Source: an optimization exercise on an open RTL-to-GDS flow (aim: small area, a short achievable clock period and few clock cycles per item). Production flows keep margins and buffers that such runs may drop. At most, simulation tests tie the RTL to the original design; equivalence was not proved. Power figures rest on the tool's default switching activity, not on a simulated workload.

==> inputs of 04-08 <==
Design enose_accel, start of the top module:
module enose_accel (
    input  wire        s00_axi_aclk,
    input  wire        s00_axi_aresetn,
    input  wire [6:0]  s00_axi_awaddr,
    input  wire [2:0]  s00_axi_awprot,
    input  wire        s00_axi_awvalid,
    output reg         s00_axi_awready,
    input  wire [31:0] s00_axi_wdata,
    input  wire [3:0]  s00_axi_wstrb,
    input  wire        s00_axi_wvalid,
    output reg         s00_axi_wready,
    output wire [1:0]  s00_axi_bresp,
    output reg         s00_axi_bvalid,
    input  wire        s00_axi_bready,
    input  wire [6:0]  s00_axi_araddr,
    input  wire [2:0]  s00_axi_arprot,
    input  wire        s00_axi_arvalid,
    output reg         s00_axi_arready,
    output reg  [31:0] s00_axi_rdata,
    output wire [1:0]  s00_axi_rresp,
    output reg         s00_axi_rvalid,
    input  wire        s00_axi_rready,
    input  wire [31:0] s_axis_tdata,
    input  wire        s_axis_tvalid,
    output reg         s_axis_tready,
    input  wire        s_axis_tlast
);
Settings: LEC_CHECK=0, CAP_MARGIN=20, CORE_MARGIN=2, CORE_UTILIZATION=40, PLACE_DENSITY=0.6, SLEW_MARGIN=20, SYNTH_HIERARCHICAL=1, SYNTH_MINIMUM_KEEP_SIZE=0; clock period 10.0 ns.
run.sh (not shown) runs the stock make flow with config.mk's settings and CLKGATE_MAP_FILE= SYNTH_SCRIPT=/design/flow/synth_recipe.tcl, a recipe that flattens the netlist after the stock synthesis.
==> 01-01 (differences from 04-08) <==
SETUP_SLACK_MARGIN = 5   (was unset)
==> key figures <==
Outcome
  – Outcome: no timing/DRC/antenna violations

Clock tree
  – Post_cts resized: 0

STA
  – Final period utilization: 0.512
  – RSZ-0062 raised after global routing: no

Layout
  – Final core occ: 0.448
  – Fillers: roughly 21000
  – Final Non-Filler Cells: ~11000

Pwr
  – PwrDens: about 270 mW/mm^2
  – P_clk: approximately 0.0056 W

Drt
  – DR WL met3: just under 9000 um
  – Drt total wl: approximately 200000 um

Worst setup path
  – Critical Path RT: around 11000 ps

Worst hold path
  – Worst hold path endpoint: last4$_DFFE_PP_

Global route
  – GRT Util Overall: 0.177
-- figures above: 04-08

==> key figures <==
Drt
  – DR WL met3: 8660 um
  – Drt total wl: between 200000 and 250000 um

Layout
  – Fillers: about 21000
  – Final Non-Filler Cells: between 10000 and 15000

STA
  – RSZ-0062 raised after global routing: yes
  – Final period utilization: 0.479

Pwr
  – PwrDens: ~270 mW/mm^2
  – P_clk: between 0.005 and 0.006 W

Clock tree
  – Post_cts resized: 4
  – CTS tree: done

Worst setup path
  – Critical Path RT: around 11000 ps

Outcome
  – Outcome: no timing/DRC/antenna violations

Global route
  – GR Layer Usage met1: 0.240

Worst hold path
  – Worst hold path endpoint: last3$_DFFE_PP_

Logic synthesis
  – Mapped Area: between 0.09 and 0.1 sq mm
-- figures above: 01-01

No run of this note included a check of the RTL's function; only the layout flow was run.


==> inputs of run a <==
Another version of the RTL of enose_accel (not shown whole).
## enose_accel
module enose_accel (
    input  wire        s00_axi_aclk,
    input  wire        s00_axi_aresetn,
    input  wire [6:0]  s00_axi_awaddr,
    input  wire [2:0]  s00_axi_awprot,
    input  wire        s00_axi_awvalid,
    output reg         s00_axi_awready,
    input  wire [31:0] s00_axi_wdata,
    input  wire [3:0]  s00_axi_wstrb,
    input  wire        s00_axi_wvalid,
    output reg         s00_axi_wready,
    output wire [1:0]  s00_axi_bresp,
    output reg         s00_axi_bvalid,
    input  wire        s00_axi_bready,
    input  wire [6:0]  s00_axi_araddr,
    input  wire [2:0]  s00_axi_arprot,
    input  wire        s00_axi_arvalid,
    output reg         s00_axi_arready,
    output reg  [31:0] s00_axi_rdata,
    output wire [1:0]  s00_axi_rresp,
    output reg         s00_axi_rvalid,
    input  wire        s00_axi_rready,
    input  wire [31:0] s_axis_tdata,
    input  wire        s_axis_tvalid,
    output reg         s_axis_tready,
    input  wire        s_axis_tlast
);
clock: 10.0 ns
lec_check: 0
cap_margin: 20
core_margin: 2
core_utilization: 40
place_density: 0.6
setup_slack_margin: 5
slew_margin: 20
synth_hierarchical: 1
synth_minimum_keep_size: 0
standard.sh (not shown) runs the stock make flow with config.mk's settings and CLKGATE_MAP_FILE= SYNTH_SCRIPT=/design/flow/synth_recipe.tcl, a recipe that flattens the netlist after the stock synthesis.
==> flow/flow/run.sh <==
#!/bin/bash
set -euo pipefail
bash standard.sh SETUP_SLACK_MARGIN=6.4 finish > standard.log 2>&1
==> run b (differences from run a) <==
==> flow/flow/run.sh (replaced) <==
#!/bin/bash
set -euo pipefail
bash standard.sh SETUP_SLACK_MARGIN=6 finish > standard.log 2>&1
==> notes <==
Between run b and run a, the lower total power is in run b (gap about 3.3%, measured against run a). Between run a and run b, the lower via count is in run b (gap about 1.8%, measured against run b). Against run b, the critical path depth of run a is higher by 2. Synthesized cell count is the same in run a and run b. Run a passed the timing, DRC and antenna checks. Run b completed without violations.
Testbench counts of run a, summed over its fixed seeds: cycles 3,840, inferences 128.
Testbench counts of run b, summed over its fixed seeds: cycles 3,840, inferences 128.


==> 07-07: inputs <==
Another version of the RTL of enose_accel (not shown whole).
clock: 10.0 ns
lec_check: 0
cap_margin: 20
core_margin: 2
core_utilization: 40
place_density: 0.6
setup_slack_margin: 5
slew_margin: 20
synth_hierarchical: 1
synth_minimum_keep_size: 0
==> flow/flow/run.sh <==
#!/bin/bash
set -euo pipefail
bash standard.sh SETUP_SLACK_MARGIN=6 finish > standard.log 2>&1
==> 01-14 (differences from 07-07) <==
--- a/flow/design.v
+++ b/flow/design.v
@@ -60,14 +60,14 @@
     reg [1:0]  status;              
     wire busy      = status[1];
     wire cmd_reset = wr_fire && wsel[0] && wcmd[1];
     wire cmd_start = wr_fire && wsel[0] && wcmd[0] && !wcmd[1] && !busy;
     reg  start_q, reset_q;          
     reg  [5:0]  rcnt;               
-    wire [11:0] mask_r0, mask_n_r0, mask_r1, mask_n_r1;
-    wire [11:0] mask_r2, mask_n_r2, mask_r3, mask_n_r3;
+    reg  [11:0] mask_r0, mask_n_r0, mask_r1, mask_n_r1;
+    reg  [11:0] mask_r2, mask_n_r2, mask_r3, mask_n_r3;
     reg         v1, last1;          
     reg         v2, last2;          
     reg  [31:0] hs_r;               
     reg         v3, last3;
     reg         v4, last4;          
     reg  [5:0]  pc_r;               
@@ -124,23 +124,29 @@
     always @(posedge s00_axi_aclk) begin
         if (start_q) cnt0 <= 6'd0; else if (v4 && os_n[0]) cnt0 <= cnt0_i;
         if (start_q) cnt1 <= 6'd0; else if (v4 && os_n[1]) cnt1 <= cnt1_i;
         if (start_q) cnt2 <= 6'd0; else if (v4 && os_n[2]) cnt2 <= cnt2_i;
     end
     always @(posedge s00_axi_aclk) begin
-        if (accept) last1 <= close;
+        if (accept) begin
+            mask_r0 <= s_axis_tdata[11:0]; mask_n_r0 <= ~s_axis_tdata[11:0];
+            last1 <= close;
+        end
+        mask_r1 <= s_axis_tdata[11:0]; mask_n_r1 <= ~s_axis_tdata[11:0];
+        if (s_axis_tvalid) begin
+            mask_r2 <= s_axis_tdata[11:0]; mask_n_r2 <= ~s_axis_tdata[11:0];
+        end
+        if (s_axis_tvalid || v1) begin
+            mask_r3 <= s_axis_tdata[11:0]; mask_n_r3 <= ~s_axis_tdata[11:0];
+        end
         last2 <= last1;
         hs_r  <= hs_n;
         last3 <= last2;
         pc_r  <= pc_n;
         last4 <= last3;
     end
-    enose_mask u_mask0 (.clk(s00_axi_aclk), .d(s_axis_tdata[11:0]), .q(mask_r0), .qn(mask_n_r0));
-    enose_mask u_mask1 (.clk(s00_axi_aclk), .d(s_axis_tdata[11:0]), .q(mask_r1), .qn(mask_n_r1));
-    enose_mask u_mask2 (.clk(s00_axi_aclk), .d(s_axis_tdata[11:0]), .q(mask_r2), .qn(mask_n_r2));
-    enose_mask u_mask3 (.clk(s00_axi_aclk), .d(s_axis_tdata[11:0]), .q(mask_r3), .qn(mask_n_r3));
     reg  [12:0] vh0;
     reg  vh0_sp;
     wire [12:0] vh0_q = {vh0[12:6] | {7{vh0_sp}}, vh0[5:0] & {6{~vh0_sp}}};
     reg  [8:0] h0_acc;
     wire h0a_0, h0a_1;
     enose_ha u_h0a_0 (.a(mask_r0[0]), .b(mask_r0[1]), .s(h0a_0), .co(h0a_1));
@@ -7713,16 +7719,10 @@
     end
 endmodule
 module enose_fa (input wire a, input wire b, input wire c, output wire s, output wire co);
     assign s  = a ^ b ^ c;
     assign co = (a & b) | (a & c) | (b & c);
 endmodule
-module enose_mask (input wire clk, input wire [11:0] d, output reg [11:0] q, output reg [11:0] qn);
-    always @(posedge clk) begin
-        q  <= d;
-        qn <= ~d;
-    end
-endmodule
 module enose_ha (input wire a, input wire b, output wire s, output wire co);
     assign s  = a ^ b;
     assign co = a & b;
 endmodule
==> flow/run.sh (new file) <==
#!/bin/bash
# synth_recipe.tcl (not shown) runs the flow's synth.tcl, then flattens the netlist and writes it again
# the make line also repeats each setting of config.mk as NAME=value (left out here)
make -C /OpenROAD-flow-scripts/flow DESIGN_CONFIG=/design/flow/config.mk WORK_HOME=/design/flow/orfs CLKGATE_MAP_FILE= SYNTH_SCRIPT=/design/flow/synth_recipe.tcl finish
==> flow/config.mk (replaced) <==
export PLATFORM = sky130hd
export DESIGN_NAME = enose_accel
export DESIGN_NICKNAME = enose_accel
export VERILOG_FILES = /design/flow/design.v
export SDC_FILE = /design/flow/constraint.sdc
export NUM_CORES = 4
export LEC_CHECK = 0
export CAP_MARGIN = 20
export CORE_MARGIN = 2
export CORE_UTILIZATION = 60
export PLACE_DENSITY = 0.75
export SETUP_SLACK_MARGIN = 5
export SLEW_MARGIN = 20
export SYNTH_HIERARCHICAL = 1
export SYNTH_MINIMUM_KEEP_SIZE = 0
removed: flow/flow/run.sh
removed: flow/standard.sh
==> notes <==
07-07 finished with timing, DRC and antenna clean. 01-14 ran to the end with no violations. Between 07-07 and 01-14, the lower sequential power is in 01-14 (gap about 6%, measured against 01-14). Of 07-07 and 01-14, 07-07 has the higher non-clock buffer count (gap 25). Final area: 01-14 is smaller than 07-07 (about 1.4%). In 07-07 the register-to-register slack is better than in 01-14, by 660 ps. In 07-07 the total power is larger than in 01-14, by 13%.
Testbench counts of 01-14, summed over its fixed seeds: cycles 3,840, inferences 128.
No functional check of the RTL was part of 07-07.


==> tundra <==
Starting RTL as in the previous note.
export LEC_CHECK = 0
export CAP_MARGIN = 20
export CORE_MARGIN = 2
export CORE_UTILIZATION = 40
export PLACE_DENSITY = 0.6
export SETUP_SLACK_MARGIN = 5
export SLEW_MARGIN = 20
export SYNTH_HIERARCHICAL = 1
export SYNTH_MINIMUM_KEEP_SIZE = 0
create_clock -name core_clock -period 10.0 [get_ports {s00_axi_aclk}]
run.sh (not shown) runs the stock make flow with config.mk's settings and CLKGATE_MAP_FILE= SYNTH_SCRIPT=/design/flow/synth_recipe.tcl, a recipe that flattens the netlist after the stock synthesis.
Stock flow here: none of the scripts above is used.
==> raven: changes against tundra <==
--- a/flow/design.v
+++ b/flow/design.v
@@ -61,12 +61,12 @@
     wire busy      = status[1];
     wire cmd_reset = wr_fire && wsel[0] && wcmd[1];
     wire cmd_start = wr_fire && wsel[0] && wcmd[0] && !wcmd[1] && !busy;
     reg  start_q, reset_q;          
     reg  [5:0]  rcnt;               
-    wire [11:0] mask_r0, mask_n_r0, mask_r1, mask_n_r1;
-    wire [11:0] mask_r2, mask_n_r2, mask_r3, mask_n_r3;
+    reg  [11:0] mask_r0, mask_n_r0, mask_r1, mask_n_r1;
+    reg  [11:0] mask_r2, mask_n_r2, mask_r3, mask_n_r3;
     reg         v1, last1;          
     reg         v2, last2;          
     reg  [31:0] hs_r;               
     reg         v3, last3;
     reg         v4, last4;          
@@ -125,21 +125,27 @@
         if (start_q) cnt0 <= 6'd0; else if (v4 && os_n[0]) cnt0 <= cnt0_i;
         if (start_q) cnt1 <= 6'd0; else if (v4 && os_n[1]) cnt1 <= cnt1_i;
         if (start_q) cnt2 <= 6'd0; else if (v4 && os_n[2]) cnt2 <= cnt2_i;
     end
     always @(posedge s00_axi_aclk) begin
-        if (accept) last1 <= close;
+        if (accept) begin
+            mask_r0 <= s_axis_tdata[11:0]; mask_n_r0 <= ~s_axis_tdata[11:0];
+            last1 <= close;
+        end
+        mask_r1 <= s_axis_tdata[11:0]; mask_n_r1 <= ~s_axis_tdata[11:0];
+        if (s_axis_tvalid) begin
+            mask_r2 <= s_axis_tdata[11:0]; mask_n_r2 <= ~s_axis_tdata[11:0];
+        end
+        if (s_axis_tvalid || v1) begin
+            mask_r3 <= s_axis_tdata[11:0]; mask_n_r3 <= ~s_axis_tdata[11:0];
+        end
         last2 <= last1;
         hs_r  <= hs_n;
         last3 <= last2;
         pc_r  <= pc_n;
         last4 <= last3;
     end
-    enose_mask u_mask0 (.clk(s00_axi_aclk), .d(s_axis_tdata[11:0]), .q(mask_r0), .qn(mask_n_r0));
-    enose_mask u_mask1 (.clk(s00_axi_aclk), .d(s_axis_tdata[11:0]), .q(mask_r1), .qn(mask_n_r1));
-    enose_mask u_mask2 (.clk(s00_axi_aclk), .d(s_axis_tdata[11:0]), .q(mask_r2), .qn(mask_n_r2));
-    enose_mask u_mask3 (.clk(s00_axi_aclk), .d(s_axis_tdata[11:0]), .q(mask_r3), .qn(mask_n_r3));
     reg  [12:0] vh0;
     reg  vh0_sp;
     wire [12:0] vh0_q = {vh0[12:6] | {7{vh0_sp}}, vh0[5:0] & {6{~vh0_sp}}};
     reg  [8:0] h0_acc;
     wire h0a_0, h0a_1;
@@ -7714,15 +7720,9 @@
 endmodule
 module enose_fa (input wire a, input wire b, input wire c, output wire s, output wire co);
     assign s  = a ^ b ^ c;
     assign co = (a & b) | (a & c) | (b & c);
 endmodule
-module enose_mask (input wire clk, input wire [11:0] d, output reg [11:0] q, output reg [11:0] qn);
-    always @(posedge clk) begin
-        q  <= d;
-        qn <= ~d;
-    end
-endmodule
 module enose_ha (input wire a, input wire b, output wire s, output wire co);
     assign s  = a ^ b;
     assign co = a & b;
 endmodule
==> flow/flow/run.sh (new file) <==
#!/bin/bash
set -euo pipefail
bash standard.sh SETUP_SLACK_MARGIN=7 finish > standard.log 2>&1
==> flow/standard.sh (new file) <==
#!/bin/bash
# synth_recipe.tcl (not shown) runs the flow's synth.tcl, then flattens the netlist and writes it again
# the make line also repeats each setting of config.mk as NAME=value (left out here)
make -C /OpenROAD-flow-scripts/flow DESIGN_CONFIG=/design/flow/config.mk WORK_HOME=/design/flow/orfs CLKGATE_MAP_FILE= SYNTH_SCRIPT=/design/flow/synth_recipe.tcl "${@:-finish}"
removed: flow/run.sh
==> results.txt <==
| metric | raven | tundra |
|---|---|---|
| Syn Std Cell Area | 0.0881 mm^2 | 0.0878 mm^2 |
| Power per cell area | 296 mW/mm^2 | 320 mW/mm^2 |
| Number of tap cells inserted | 2,871 | 2,854 |
| Placement-stage cell area | 0.0933 mm^2 | 0.0925 mm^2 |
| Critical register-to-register path endpoint | cnt0[2] | cnt1[4] |
| Met3 Usage GRT | 3.33% | 2.90% |
| Area share of the largest cell type after synthesis | 30.8% | 30.9% |
| Adder-cell share of the synthesized area | 43.6% | 43.8% |
| Power in the clock group | 5.51 mW | 5.22 mW |
| Clock period minus worst slack | 3.82 ns | 4.57 ns |
| Wire length of the first global-routing pass | 332,000 um | 300,000 um |
| Run status | no timing/DRC/antenna violations | no timing/DRC/antenna violations |
| Actual slew at the worst max-slew pin | 0.812 ns | 1.12 ns |
| Maximum VDD drop | 0.481 mV | 0.637 mV |
| Static Leak | 46.2 nW | 42.3 nW |
| Via count | 55.5k | 50.4k |
| Maximum number of pins on one net before global-route repair | 78 | 143 |
| Worst-path cell with the longest stage delay | sky130_fd_sc_hd__or4_4 | sky130_fd_sc_hd__mux2i_2 |
Testbench counts of raven, summed over its fixed seeds: cycles 3,840, inferences 128.
Only the layout flow was run in tundra; the RTL was not checked for function there.


==> job 320 <==
Another version of the RTL of enose_accel (not shown whole).
Settings: LEC_CHECK=0, CAP_MARGIN=20, CORE_MARGIN=2, CORE_UTILIZATION=55, CTS_CLUSTER_DIAMETER=150, CTS_CLUSTER_SIZE=25, PLACE_DENSITY=0.75, SETUP_SLACK_MARGIN=5, SLEW_MARGIN=20, SYNTH_HIERARCHICAL=1, SYNTH_MINIMUM_KEEP_SIZE=0; clock period 10.0 ns.
standard.sh (not shown) runs the stock make flow with config.mk's settings and CLKGATE_MAP_FILE= SYNTH_SCRIPT=/design/flow/synth_recipe.tcl, a recipe that flattens the netlist after the stock synthesis.
==> flow/flow/run.sh <==
#!/bin/bash
set -euo pipefail
bash standard.sh SETUP_SLACK_MARGIN=6.2 finish > standard.log 2>&1
==> job 6209: changes against job 320 <==
==> flow/flow/run.sh (replaced) <==
#!/bin/bash
set -euo pipefail
bash standard.sh SETUP_SLACK_MARGIN=6 finish > standard.log 2>&1
CORE_UTILIZATION = 40   (was 55)
CTS_CLUSTER_SIZE = 20   (was 25)
PLACE_DENSITY = 0.6   (was 0.75)
==> comparison <==
Of job 6209 and job 320, job 6209 has the higher clock-buffer cell count (gap 22).
Against job 6209, the register-to-register slack of job 320 is worse by 0.07 ns.
Against job 6209, the final cell count of job 320 is smaller by 7.6%.
In total power, job 6209 and job 320 hardly differ.
In job 6209 the design area is higher than in job 320, by about 0.37%.
Against job 320, the non-clock buffer count of job 6209 is lower by 30.
In combinational power, job 6209 and job 320 hardly differ.
In job 6209 the hold slack is lower than in job 320, by 0.028 ns.
In flip-flop and latch count, job 6209 and job 320 do not differ.
==> figures <==
Endpoint, Worst Hold: job 320 last3; job 6209 last4
Clock network contribution to total cell area: job 320 1.56%; job 6209 2.04%
Startpoint of the tightest hold check path: job 320 last2; job 6209 last3
Internal Pwr Total: job 320 15.4 mW; job 6209 15.5 mW
Largest incremental delay on the critical path: job 320 0.57 ns; job 6209 0.54 ns
Core Util, Final: job 320 60.3%; job 6209 44.1%
Worst slack, placed: job 320 5.22 ns; job 6209 5.20 ns
Multi-input comb cells: job 320 5219; job 6209 5218
Met2 Track Usage GR: job 320 39.4%; job 6209 28.2%
Outcome: job 320 no timing/DRC/antenna violations; job 6209 no timing/DRC/antenna violations
Total global routing track utilization: job 320 23.0%; job 6209 16.9%
Via count of the first global-routing pass: job 320 54400; job 6209 53600
Clock buffers created by TritonCTS: job 320 51; job 6209 66
Fill count: job 320 11700; job 6209 18900
Worst-case register-to-register setup slack: job 320 5.96 ns; job 6209 6.03 ns
Detailed placement HPWL: job 320 124000 µm; job 6209 127000 µm
Buffering overhead: job 320 2.81%; job 6209 2.21%
Number of tapcells: job 320 1944; job 6209 2688
H-tree levels: job 320 2; job 6209 3
Multi-input gate area: job 320 58400 µm²; job 6209 58000 µm²
Testbench counts of job 320, summed over its fixed seeds: cycles 3,840, inferences 128.
Testbench counts of job 6209, summed over its fixed seeds: cycles 3,840, inferences 128.

-- re-timing with driven ports --
The flow's constraints put no driver on any port. The routed layouts listed below were extracted and timed again, unchanged, in two steps.
Step 1 assumes that a clkbuf_16 drives the clock port and a buf_2 every other input.
Step 2 times the ports against the registers' clock, not the clock port: input delays grow and output delays shrink by t, the midpoint of the rising clock arrivals with the driver on.
Slacks: no drivers / after step 1 / after step 2; pairs: no drivers / after step 1.
| run | t (ns) | setup WS [ns] | worst setup path at the end | slew at the worst register clock pin (ns) | worst data-port slew with drivers (ns) |
|---|---|---|---|---|---|
| 04-08 | 0.897 | 4.884 / 4.884 / 4.884 | register to register | 0.06 / 0.06 | 0.11 |
| 01-01 | 0.885 | 5.206 / 5.206 / 4.875 | input to register | 0.07 / 0.07 | 0.08 |
| run a | 0.857 | 6.209 / 6.209 / 5.646 | input to register | 0.06 / 0.06 | 0.10 |
| run b | 0.842 | 6.104 / 6.104 / 5.387 | input to register | 0.07 / 0.07 | 0.10 |
| 07-07 | 0.873 | 6.098 / 6.098 / 5.380 | input to register | 0.07 / 0.07 | 0.12 |
| 01-14 | 0.857 | 5.435 / 5.435 / 5.282 | input to register | 0.07 / 0.07 | 0.11 |
| tundra | 0.874 | 5.428 / 5.428 / 5.399 | input to register | 0.07 / 0.07 | 0.12 |
| raven | 0.887 | 6.181 / 6.181 / 6.036 | input to register | 0.07 / 0.07 | 0.11 |
| job 320 | 0.763 | 5.957 / 5.957 / 5.652 | input to register | 0.11 / 0.11 | 0.09 |
| job 6209 | 0.764 | 6.031 / 6.031 / 5.493 | input to register | 0.10 / 0.10 | 0.06 |
After both steps every run listed still meets setup and hold. For 07-07, which loses most, drivers alone change the setup slack by 0.000 ns; drivers and shift together by -0.718 ns.
